Source: an optimization exercise on an open RTL-to-GDS flow (aim: a short achievable clock period and few clock cycles). Production flows keep margins and buffers that such runs may drop. At most, simulation tests tie the RTL to the original design; equivalence was not proved. The clock port is modelled as an ideal driver, which makes a skipped or thinned clock tree look cheaper than it is; a real chip needs a root buffer or a tree. Power is estimated from default activity; no workload was simulated.

Design mem_readout_top_2, start of the top module:
module mem_readout_top_2(
    input clk,
    input reset,
    input wire [2:0] BX,
    input [6:0] clk_cnt,
    input [2:0] BX_pipe,
    input [5:0] number_in1,
    output [5:0] read_add1,
    input [43:0] input_L1L2_1,
    input [5:0] number_in2,
    output [5:0] read_add2,
    input [43:0] input_L1L2_2,
    input [5:0] number_in3,
    output [5:0] read_add3,
    input [43:0] input_L1L2_3,
    input [5:0] number_in4,
    output [5:0] read_add4,
    input [43:0] input_L1L2_4,
    input [5:0] number_in5,
    output [5:0] read_add5,
    input [43:0] input_L3L4_1,
    input [5:0] number_in6,
    output [5:0] read_add6,
    input [43:0] input_L3L4_2,
    input [5:0] number_in7,
    output [5:0] read_add7,
    input [43:0] input_L3L4_3,
    input [5:0] number_in8,
    output [5:0] read_add8,
    input [43:0] input_L3L4_4,
    input [5:0] number_in9,
    output [5:0] read_add9,
    input [43:0] input_L5L6_1,
    input [5:0] number_in10,
    output [5:0] read_add10,
    input [43:0] input_L5L6_2,
  ...
Size in the first run: about 1800 cells after synthesis, about 380 flip-flops, ~740 I/O pins, about 0.017 sq mm of cells after synthesis.
==> flow/config.mk <==
export PLATFORM = sky130hd
export DESIGN_NAME = mem_readout_top_2
export DESIGN_NICKNAME = mem_readout_top_2
export VERILOG_FILES = /design/flow/design.v
export SDC_FILE = /design/flow/constraint.sdc
export NUM_CORES = 4
export LEC_CHECK = 0
export ABC_CLOCK_PERIOD_IN_PS = 1300
export CAP_MARGIN = 20
export CORE_AREA = 6 6 264 264
export DIE_AREA = 0 0 270 270
export PLACE_DENSITY = 0.7
export SETUP_SLACK_MARGIN = 2.0
export SLEW_MARGIN = 20
==> flow/constraint.sdc <==
create_clock -name core_clock -period 3.0 [get_ports {clk}]
set_input_delay 0.6000 -clock core_clock [delete_from_list [all_inputs] [get_ports {clk}]]
set_output_delay 0.6000 -clock core_clock [all_outputs]
set_load 0.01 [all_outputs]
standard.sh (not shown) runs the stock make flow with config.mk's settings and CLKGATE_MAP_FILE= SYNTH_SCRIPT=/design/flow/synth_recipe.tcl, a recipe that flattens the netlist after the stock synthesis.
==> flow/flow/run.sh <==
#!/bin/bash
# Standard ORFS layout with four changes:
# - synthesis and the resizer do not use the slow 3- and 4-input OR and
#   4-input NOR cells (added to the platform's don't-use list);
# - the ports get plain buffers that the resizer may size freely (instead
#   of delay cells of a fixed footprint);
# - the output word's pins are kept together on the top edge
#   (flow/pre_io.tcl, hooked in before ORFS's pin placement);
# - the clock tree is built by flow/mytree.tcl, hooked in before ORFS's CTS
#   step.
# Tool output goes to standard.log.
DONT_USE="$(cat flow/dont_use.txt)"
bash standard.sh PRE_CTS_TCL="$PWD/flow/pre_cts.tcl" \
  PRE_IO_PLACEMENT_TCL="$PWD/flow/pre_io.tcl" \
  BUFFER_PORTS_ARGS="-buffer_cell sky130_fd_sc_hd__buf_4" \
  MATCH_CELL_FOOTPRINT=0 DONT_USE_CELLS="$DONT_USE" finish > standard.log 2>&1
==> flow/flow/pre_cts.tcl <==
# Replaces ORFS's clock tree synthesis with the two-level tree of mytree.tcl:
# clock port -> 4 root buffers -> 24 leaf buffers -> flip-flops.
set ::env(MT_NROOT) 4
set ::env(MT_NLEAF) 24
source [file join [file dirname [info script]] mytree.tcl]
proc clock_tree_synthesis {args} {
  puts "clock_tree_synthesis skipped: the tree was built by mytree.tcl"
}
set_propagated_clock [all_clocks]
==> flow/flow/pre_io.tcl <==
# Keeps the output word's pins together on the top edge, so that the output
# registers and their port buffers sit next to their pins.
set names {valid none send_BX}
for {set b 0} {$b < 48} {incr b} { lappend names "mem_dat_stream\[$b\]" }
set_io_pin_constraint -pin_names $names -region top:40-230
Other scripts of this flow, unchanged in this note and not shown: flow/flow/dont_use.txt, flow/flow/mytree.tcl
Testbench counts at the start, summed over its fixed seeds: cycles 29,813.
==> next run, changes <==
==> flow/flow/run.sh (replaced) <==
#!/bin/bash
# Standard ORFS layout with three changes:
# - synthesis and the resizer do not use the slow 3- and 4-input OR and
#   4-input NOR cells (added to the platform's don't-use list);
# - the ports get plain buffers that the resizer may size freely (instead
#   of delay cells of a fixed footprint);
# - the clock tree is built by flow/mytree.tcl, hooked in before ORFS's CTS
#   step.
# Tool output goes to standard.log.
DONT_USE="$(cat flow/dont_use.txt)"
bash standard.sh PRE_CTS_TCL="$PWD/flow/pre_cts.tcl" \
  BUFFER_PORTS_ARGS="-buffer_cell sky130_fd_sc_hd__buf_4" \
  MATCH_CELL_FOOTPRINT=0 DONT_USE_CELLS="$DONT_USE" finish > standard.log 2>&1
Settings changed: PLACE_DENSITY 0.7 to 0.6, SETUP_SLACK_MARGIN 2.0 to 1.8.
removed: flow/flow/pre_io.tcl
Sequential share of layout area went up by 1.7 points.
Final cell count went down by 2.4%.
Fmax went up by 1.9%.
Power went down by 1.9%.
Register-to-register slack gets better by 120 ps.
==> next run, changes <==
==> flow/flow/pre_cts.tcl (replaced) <==
# Replaces ORFS's clock tree synthesis with the two-level tree of mytree.tcl:
# clock port -> 4 root buffers -> 30 leaf buffers -> flip-flops.
set ::env(MT_NROOT) 4
set ::env(MT_NLEAF) 30
source [file join [file dirname [info script]] mytree.tcl]
proc clock_tree_synthesis {args} {
  puts "clock_tree_synthesis skipped: the tree was built by mytree.tcl"
}
set_propagated_clock [all_clocks]
=> Area after synthesis stays the same; worst setup slack gets worse by 17 ps; sequential power stays flat; global-route usage shrinks by 0.56 points; routed wire length shrinks by about 1.3%; clock skew shrinks by 10 ps; critical path depth does not change.
==> next run, changes <==
--- a/flow/flow/run.sh
+++ b/flow/flow/run.sh
@@ -1,3 +1,3 @@
 #!/bin/bash
-# Standard ORFS layout with three changes:
+# Standard ORFS layout with four changes:
 # - synthesis and the resizer do not use the slow 3- and 4-input OR and
@@ -6,2 +6,4 @@
 #   of delay cells of a fixed footprint);
+# - the output word's pins are kept together on the top edge
+#   (flow/pre_io.tcl, hooked in before ORFS's pin placement);
 # - the clock tree is built by flow/mytree.tcl, hooked in before ORFS's CTS
@@ -11,2 +13,3 @@
 bash standard.sh PRE_CTS_TCL="$PWD/flow/pre_cts.tcl" \
+  PRE_IO_PLACEMENT_TCL="$PWD/flow/pre_io.tcl" \
   BUFFER_PORTS_ARGS="-buffer_cell sky130_fd_sc_hd__buf_4" \
==> flow/flow/pre_cts.tcl (replaced) <==
# Replaces ORFS's clock tree synthesis with the two-level tree of mytree.tcl:
# clock port -> 4 root buffers -> 24 leaf buffers -> flip-flops.
set ::env(MT_NROOT) 4
set ::env(MT_NLEAF) 24
source [file join [file dirname [info script]] mytree.tcl]
proc clock_tree_synthesis {args} {
  puts "clock_tree_synthesis skipped: the tree was built by mytree.tcl"
}
set_propagated_clock [all_clocks]
==> flow/flow/pre_io.tcl (new file) <==
# Keeps the output word's pins together on the top edge, so that the output
# registers and their port buffers sit next to their pins.
set names {valid none send_BX}
for {set b 0} {$b < 48} {incr b} { lappend names "mem_dat_stream\[$b\]" }
set_io_pin_constraint -pin_names $names -region top:40-230
Settings changed: ABC_CLOCK_PERIOD_IN_PS 1300 to 1000, SETUP_SLACK_MARGIN 1.8 to 2.0.
Combinational power increases by about 4%.
Final area increases by 5.5%.
First-iteration DRC count increases by 0.70%.
In every run of this note, the design's own scripts or RTL, not TritonCTS, make the clock network.


mem_readout_top_2, a different RTL version from the one above (not shown whole).
Size: about 1,600 cells after synthesis, roughly 330 flip-flops, ~16,000 um2 of cells after synthesis.
clock: 3.0 ns
lec_check: 0
abc_clock_period_in_ps: 600
cap_margin: 20
core_area: 6 6 264 264
die_area: 0 0 270 270
place_density: 0.6
setup_slack_margin: 1.6
slew_margin: 20
==> flow/flow/run.sh <==
#!/bin/bash
# Standard ORFS layout with two changes: the ports get plain buffers that
# the resizer may size freely (instead of delay cells of a fixed footprint),
# and the clock tree is built by flow/mytree.tcl, hooked in before ORFS's CTS
# step. Tool output goes to standard.log.
bash standard.sh PRE_CTS_TCL="$PWD/flow/pre_cts.tcl" \
  BUFFER_PORTS_ARGS="-buffer_cell sky130_fd_sc_hd__buf_4" \
  MATCH_CELL_FOOTPRINT=0 finish > standard.log 2>&1
Other scripts of this flow, unchanged in this note and not shown: flow/flow/mytree.tcl, flow/flow/pre_cts.tcl
The first run completed without violations.
Then changed:
Settings changed: ABC_CLOCK_PERIOD_IN_PS 600 to 1300, SETUP_SLACK_MARGIN 1.6 to 1.0.
What happened: The new run completed with no timing, DRC or antenna violations; global-route usage shrinks by 2.4 points; final cell count shrinks by 6.5%; worst hold slack got worse by 0.0037 ns.
Then changed:
Settings changed: ABC_CLOCK_PERIOD_IN_PS 1300 to 600, SETUP_SLACK_MARGIN 1.0 to 1.8.
Outcome: The changed run produced a clean layout. Global-route usage increases by 3.2 points. Die area does not change. Via count increases by 10%. Total power increases by 14%.
No run of this note included a check of the RTL's function; only the layout flow was run. In every run of this note, the design's own scripts or RTL, not TritonCTS, make the clock network.


amber:
The RTL this note starts from:
==> flow/design.v <==
`timescale 1ns / 1ps
module mem_readout_top_2(
    input clk,
    input reset,
    input wire [2:0] BX,
    input [6:0] clk_cnt,
    input [2:0] BX_pipe,
    input [5:0] number_in1,
    output [5:0] read_add1,
    input [43:0] input_L1L2_1,
    input [5:0] number_in2,
    output [5:0] read_add2,
    input [43:0] input_L1L2_2,
    input [5:0] number_in3,
    output [5:0] read_add3,
    input [43:0] input_L1L2_3,
    input [5:0] number_in4,
    output [5:0] read_add4,
    input [43:0] input_L1L2_4,
    input [5:0] number_in5,
    output [5:0] read_add5,
    input [43:0] input_L3L4_1,
    input [5:0] number_in6,
    output [5:0] read_add6,
    input [43:0] input_L3L4_2,
    input [5:0] number_in7,
    output [5:0] read_add7,
    input [43:0] input_L3L4_3,
    input [5:0] number_in8,
    output [5:0] read_add8,
    input [43:0] input_L3L4_4,
    input [5:0] number_in9,
    output [5:0] read_add9,
    input [43:0] input_L5L6_1,
    input [5:0] number_in10,
    output [5:0] read_add10,
    input [43:0] input_L5L6_2,
    input [5:0] number_in11,
    output [5:0] read_add11,
    input [43:0] input_L5L6_3,
    input [5:0] number_in12,
    output [5:0] read_add12,
    input [43:0] input_L5L6_4,
    output reg [47:0] mem_dat_stream,
    output reg valid,
    output reg send_BX,
    output reg none
);
wire [5:0] num [0:11];
assign num[0] = number_in1;   assign num[1] = number_in2;
assign num[2] = number_in3;   assign num[3] = number_in4;
assign num[4] = number_in5;   assign num[5] = number_in6;
assign num[6] = number_in7;   assign num[7] = number_in8;
assign num[8] = number_in9;   assign num[9] = number_in10;
assign num[10] = number_in11; assign num[11] = number_in12;
wire [43:0] dat [0:11];
assign dat[0] = input_L1L2_1;  assign dat[1] = input_L1L2_2;
assign dat[2] = input_L1L2_3;  assign dat[3] = input_L1L2_4;
assign dat[4] = input_L3L4_1;  assign dat[5] = input_L3L4_2;
assign dat[6] = input_L3L4_3;  assign dat[7] = input_L3L4_4;
assign dat[8] = input_L5L6_1;  assign dat[9] = input_L5L6_2;
assign dat[10] = input_L5L6_3; assign dat[11] = input_L5L6_4;
reg [5:0] addr [0:11];           
assign read_add1 = addr[0];   assign read_add2 = addr[1];
assign read_add3 = addr[2];   assign read_add4 = addr[3];
assign read_add5 = addr[4];   assign read_add6 = addr[5];
assign read_add7 = addr[6];   assign read_add8 = addr[7];
assign read_add9 = addr[8];   assign read_add10 = addr[9];
assign read_add11 = addr[10]; assign read_add12 = addr[11];
function [11:0] lowest;
    input [11:0] m;
    integer j;
    reg seen;
    begin
        seen = 1'b0;
        for (j = 0; j < 12; j = j + 1) begin
            lowest[j] = m[j] & ~seen;
            seen = seen | m[j];
        end
    end
endfunction
function [3:0] code;
    input [11:0] s;
    integer j;
    begin
        code = 4'd0;
        for (j = 0; j < 12; j = j + 1)
            code = code | ({4{s[j]}} & (j[3:0] + 4'd1));
    end
endfunction
reg [11:0] ne;                   
reg [11:0] one, two;             
reg [5:0]  nm2 [0:11];           
integer n;
always @(posedge clk) begin
    for (n = 0; n < 12; n = n + 1) begin
        ne[n]  <= |num[n];
        one[n] <= (num[n] == 6'd1);
        two[n] <= (num[n] == 6'd2);
        nm2[n] <= num[n] - 6'd2;
    end
end
reg        first;
reg [11:0] first_m, second_m;
reg [11:0] act;
reg [11:0] last;                 
reg [11:0] succ [0:11];
reg [11:0] nosucc;               
reg        busy;                 
wire [11:0] fst = lowest(ne);
wire [11:0] leave = act & last;
integer i, j;
reg [11:0] act_nxt;
reg [11:0] nosucc_nxt;
always @(*) begin
    for (j = 0; j < 12; j = j + 1) begin
        act_nxt[j] = act[j] & ~last[j];
        for (i = 0; i < j; i = i + 1)
            act_nxt[j] = act_nxt[j] | (leave[i] & succ[i][j]);
    end
end
reg [11:0] succ_nxt [0:11];
reg        seen;
always @(*) begin
    for (i = 0; i < 12; i = i + 1) begin
        seen = 1'b0;
        for (j = 0; j < 12; j = j + 1) begin
            succ_nxt[i][j] = (j > i) & ne[j] & ~seen;
            if (j > i) seen = seen | ne[j];
        end
        nosucc_nxt[i] = ~seen;
    end
end
always @(posedge clk) begin
    first  <= reset;
    nosucc <= nosucc_nxt;
    if (first) begin
        act  <= fst;
        busy <= |ne;
    end else begin
        act  <= act_nxt;
        busy <= busy & ~|(leave & nosucc);
    end
    for (n = 0; n < 12; n = n + 1) begin
        succ[n] <= succ_nxt[n];
        first_m[n]  <= reset & |num[n];
        second_m[n] <= ~reset & first_m[n];
        if (first_m[n])
            last[n] <= one[n] | two[n];
        else if (act[n])
            last[n] <= (addr[n] == nm2[n]);
        else if (second_m[n])
            last[n] <= one[n];
        if (reset)
            addr[n] <= 6'd0;
        else if (first_m[n])
            addr[n] <= 6'd1;
        else if (act[n])
            addr[n] <= addr[n] + 6'd1;
        else if (second_m[n])
            addr[n] <= 6'd0;
    end
end
reg [11:0] sel;                  
reg [3:0]  sel_code;             
reg [2:0]  hdr_bx;               
reg        dvalid;               
reg [43:0] mux;
integer k;
always @(*) begin
    mux = 44'd0;
    for (k = 0; k < 12; k = k + 1)
        mux = mux | ({44{sel[k]}} & dat[k]);
end
always @(posedge clk) begin
    sel      <= reset ? 12'd0 : first ? fst : act;
    sel_code <= reset ? 4'hF : first ? code(fst) : code(act);
    hdr_bx   <= reset ? BX : 3'd0;
    dvalid   <= ~reset & (first ? |ne : busy & ~|(act & one & second_m));
    mem_dat_stream <= {sel_code, mux[43:41] | hdr_bx, mux[40:0]};
    valid   <= ~reset & dvalid;
    send_BX <= ~reset & first;
    none    <= ~reset & (first ? ~|ne : ~busy);
end
endmodule
Settings: LEC_CHECK=0, ABC_CLOCK_PERIOD_IN_PS=1300, CAP_MARGIN=20, CORE_AREA=6 6 254 254, DIE_AREA=0 0 260 260, PLACE_DENSITY=0.6, SETUP_SLACK_MARGIN=2.0, SLEW_MARGIN=20; clock period 3.0 ns.
==> flow/flow/run.sh <==
#!/bin/bash
# Standard ORFS layout with four changes:
# - synthesis and the resizer do not use the slow 3- and 4-input OR and
#   4-input NOR cells (added to the platform's don't-use list);
# - the ports get plain buffers that the resizer may size freely (instead
#   of delay cells of a fixed footprint);
# - the output word's pins are kept together on the top edge
#   (flow/pre_io.tcl, hooked in before ORFS's pin placement);
# - the clock tree is built by flow/mytree.tcl, hooked in before ORFS's CTS
#   step.
# Tool output goes to standard.log.
DONT_USE="$(cat flow/dont_use.txt)"
bash standard.sh PRE_CTS_TCL="$PWD/flow/pre_cts.tcl" \
  PRE_IO_PLACEMENT_TCL="$PWD/flow/pre_io.tcl" \
  BUFFER_PORTS_ARGS="-buffer_cell sky130_fd_sc_hd__buf_4" \
  MATCH_CELL_FOOTPRINT=0 DONT_USE_CELLS="$DONT_USE" finish > standard.log 2>&1
==> flow/flow/pre_io.tcl <==
# Keeps the output word's pins together on the top edge, so that the output
# registers and their port buffers sit next to their pins.
set names {valid none send_BX}
for {set b 0} {$b < 48} {incr b} { lappend names "mem_dat_stream\[$b\]" }
set_io_pin_constraint -pin_names $names -region top:35-225
Other scripts of this flow, unchanged in this note and not shown: flow/flow/dont_use.txt, flow/flow/mytree.tcl, flow/flow/pre_cts.tcl
amber finished every stage and its layout cleared the timing, design-rule and antenna checks.
Testbench counts of amber, summed over its fixed seeds: cycles 29,813.
Modified inputs, nickel compared to amber
Settings: CORE_AREA: 6 6 254 254 -> 6 6 250 250; DIE_AREA: 0 0 260 260 -> 0 0 256 256; SETUP_SLACK_MARGIN: 2.0 -> 1.8.
==> flow/flow/run.sh <==
#!/bin/bash
# Standard ORFS layout with three changes:
# - synthesis and the resizer do not use the slow 3- and 4-input OR and
#   4-input NOR cells (added to the platform's don't-use list);
# - the ports get plain buffers that the resizer may size freely (instead
#   of delay cells of a fixed footprint);
# - the clock tree is built by flow/mytree.tcl, hooked in before ORFS's CTS
#   step.
# Tool output goes to standard.log.
DONT_USE="$(cat flow/dont_use.txt)"
bash standard.sh PRE_CTS_TCL="$PWD/flow/pre_cts.tcl" \
  BUFFER_PORTS_ARGS="-buffer_cell sky130_fd_sc_hd__buf_4" \
  MATCH_CELL_FOOTPRINT=0 DONT_USE_CELLS="$DONT_USE" finish > standard.log 2>&1
removed: flow/flow/pre_io.tcl
## What came out
Placeable core region is lower on nickel. nickel vs. amber: insertion delay to the later sink of the worst-skew pair now sits lower, total number of tap cells decreased 17.
## Diff of input files: fjord against nickel
Settings: swapping 6 6 250 250 for 6 6 264 264 in CORE_AREA; swapping 0 0 256 256 for 0 0 270 270 in DIE_AREA; swapping 1.8 for 2.0 in SETUP_SLACK_MARGIN.
diff --git a/flow/flow/run.sh b/flow/flow/run.sh
--- a/flow/flow/run.sh
+++ b/flow/flow/run.sh
@@ -1,3 +1,3 @@
 #!/bin/bash
-# Standard ORFS layout with three changes:
+# Standard ORFS layout with four changes:
 # - synthesis and the resizer do not use the slow 3- and 4-input OR and
@@ -6,2 +6,4 @@
 #   of delay cells of a fixed footprint);
+# - the output word's pins are kept together on the top edge
+#   (flow/pre_io.tcl, hooked in before ORFS's pin placement);
 # - the clock tree is built by flow/mytree.tcl, hooked in before ORFS's CTS
@@ -11,2 +13,3 @@
 bash standard.sh PRE_CTS_TCL="$PWD/flow/pre_cts.tcl" \
+  PRE_IO_PLACEMENT_TCL="$PWD/flow/pre_io.tcl" \
   BUFFER_PORTS_ARGS="-buffer_cell sky130_fd_sc_hd__buf_4" \
==> flow/flow/pre_io.tcl (new file) <==
# Keeps the output word's pins together on the top edge, so that the output
# registers and their port buffers sit next to their pins.
set names {valid none send_BX}
for {set b 0} {$b < 48} {incr b} { lappend names "mem_dat_stream\[$b\]" }
set_io_pin_constraint -pin_names $names -region top:40-230
--- outcome ---
- Going from nickel to fjord, the share of post-route cells with drive strength above 1 was found to have gone up by 7.7 points.
- | power density relative to cell area | fjord vs nickel | 4.3% lower |
- For nickel, the worst setup path category was reg2reg, unlike fjord, where it was reg2out.
- Relative to nickel, data required time at the worst endpoint has gone down in fjord.
- NOTE maximum frequency nickel->fjord increased by a few percent
- Reported for nickel and fjord, hold path depth turned out identical to the last digit.
- Changes observed in fjord relative to nickel: measured slew at the worst slew-check pin now sits lower, wire length of the first global-routing pass now sits higher, total power now sits higher, slack of the worst reg-to-reg path now sits higher.
- Run comparison: nickel launching element of the worst setup path sel[0]$_SDFF_PP0_; fjord launching element of the worst setup path mem_dat_stream[7]$_DFF_P_
--- input diff fjord..yarrow ---
diff --git a/flow/flow/run.sh b/flow/flow/run.sh
--- a/flow/flow/run.sh
+++ b/flow/flow/run.sh
@@ -1,3 +1,3 @@
 #!/bin/bash
-# Standard ORFS layout with four changes:
+# Standard ORFS layout with five changes:
 # - synthesis and the resizer do not use the slow 3- and 4-input OR and
@@ -8,2 +8,5 @@
 #   (flow/pre_io.tcl, hooked in before ORFS's pin placement);
+# - registers that drive only an output port are placed at its pin before
+#   global placement and released before detailed placement
+#   (flow/pre_gpl.tcl, flow/pre_dpl.tcl);
 # - the clock tree is built by flow/mytree.tcl, hooked in before ORFS's CTS
@@ -14,2 +17,4 @@
   PRE_IO_PLACEMENT_TCL="$PWD/flow/pre_io.tcl" \
+  PRE_GLOBAL_PLACE_TCL="$PWD/flow/pre_gpl.tcl" \
+  PRE_DETAIL_PLACE_TCL="$PWD/flow/pre_dpl.tcl" \
   BUFFER_PORTS_ARGS="-buffer_cell sky130_fd_sc_hd__buf_4" \
==> flow/flow/pre_dpl.tcl (new file) <==
# Lets detailed placement legalize the output registers that
# flow/pre_gpl.tcl kept in place during global placement.
set n 0
foreach inst [[ord::get_db_block] getInsts] {
  if {[$inst getPlacementStatus] eq "FIRM" && [[$inst getMaster] isSequential]} {
    $inst setPlacementStatus PLACED
    incr n
  }
}
puts "pre_dpl: released $n output registers"
==> flow/flow/pre_gpl.tcl (new file) <==
# Places each register that drives only an output port next to that port's
# pin and keeps it there during global placement, so that the register, its
# port buffer and the pin are close together.
set block [ord::get_db_block]
set core [$block getCoreArea]
set cx0 [$core xMin]; set cy0 [$core yMin]; set cx1 [$core xMax]; set cy1 [$core yMax]
set moved 0
foreach bt [$block getBTerms] {
  if {[$bt getIoType] != "OUTPUT"} continue
  set net [$bt getNet]
  if {$net eq "NULL" || [llength [$net getITerms]] != 1} continue
  set it [lindex [$net getITerms] 0]
  set ff [$it getInst]
  if {![[$ff getMaster] isSequential]} continue
  set bb [$bt getBBox]
  set px [expr {([$bb xMin] + [$bb xMax]) / 2}]
  set py [expr {([$bb yMin] + [$bb yMax]) / 2}]
  set w [[$ff getMaster] getWidth]; set h [[$ff getMaster] getHeight]
  set x [expr {min(max($px - $w / 2, $cx0), $cx1 - $w)}]
  set y [expr {min(max($py - $h / 2, $cy0), $cy1 - $h)}]
  $ff setLocation $x $y
  $ff setPlacementStatus FIRM
  incr moved
}
puts "pre_gpl: placed $moved output registers at their pins"
## What came out
Of the two values seen for cell type of the slowest stage on the worst timing path, dfxtp_4 was produced by yarrow and dfxtp_2 by fjord.
yarrow reports its end point of the critical path as mem_dat_stream[23]$_DFF_P_ while fjord reports mem_dat_stream[7].
Delta (yarrow minus fjord): via count rose 1.3%; time the worst path needs with I/O delays and setup moved up; critical path arrival saw an increase.
No run of this note takes its clock network from TritonCTS; it comes from the design's own scripts or RTL.

## what the ideal ports hide
The flow's constraints put no driver on any port. The routed layouts listed below were extracted and timed again, unchanged, in two steps. Step 1 (the two cells are an assumption about what drives the block):
set clk [get_ports {clk}]
set_driving_cell -lib_cell sky130_fd_sc_hd__clkbuf_16 $clk
set_driving_cell -lib_cell sky130_fd_sc_hd__buf_2 [delete_from_list [all_inputs] $clk]
Step 2 also shifts input and output timing later by t, the mid clock arrival at the registers, as if the neighbouring blocks saw the same clock. Three values: ideal, step 1, step 2; two values: the first two.
run | t, ns | slack for setup (ns) | hold slack, ns | clock arrival spread, ns | slew at the worst register clock pin (ns)
the first run of note 1 | 0.502 | 1.457 / 1.369 / 1.377 | 0.310 / 0.250 / 0.310 | 0.071 / 0.072 | 0.11 / 0.11
the second run of note 1 | 0.470 | 1.485 / 1.372 / 1.322 | 0.328 / 0.273 / 0.328 | 0.066 / 0.065 | 0.09 / 0.09
the third run of note 1 | 0.481 | 1.468 / 1.353 / 1.276 | 0.321 / 0.262 / 0.321 | 0.053 / 0.053 | 0.08 / 0.08
the fourth run of note 1 | 0.463 | 1.544 / 1.434 / 1.328 | 0.315 / 0.292 / 0.315 | 0.045 / 0.046 | 0.10 / 0.10
the first run of note 2 | 0.493 | 0.821 / 0.926 / 0.434 | 0.333 / 0.325 / 0.333 | 0.060 / 0.061 | 0.09 / 0.09
the second run of note 2 | 0.473 | 0.776 / 0.871 / 0.399 | 0.330 / 0.330 / 0.330 | 0.043 / 0.043 | 0.10 / 0.10
the third run of note 2 | 0.464 | 0.677 / 0.758 / 0.294 | 0.332 / 0.332 / 0.332 | 0.066 / 0.066 | 0.11 / 0.11
amber | 0.472 | 1.497 / 1.404 / 1.287 | 0.328 / 0.265 / 0.328 | 0.075 / 0.074 | 0.11 / 0.11
nickel | 0.464 | 1.444 / 1.370 / 1.147 | 0.334 / 0.285 / 0.334 | 0.037 / 0.037 | 0.09 / 0.09
fjord | 0.463 | 1.544 / 1.434 / 1.328 | 0.315 / 0.292 / 0.315 | 0.045 / 0.046 | 0.10 / 0.10
yarrow | 0.463 | 1.463 / 1.433 / 1.253 | 0.357 / 0.288 / 0.357 | 0.041 / 0.042 | 0.09 / 0.09
After both steps setup and hold are still met in every run listed. The setup slack of the first run of note 2, which loses most, moves by +0.105 ns with the drivers and by -0.387 ns with both steps.
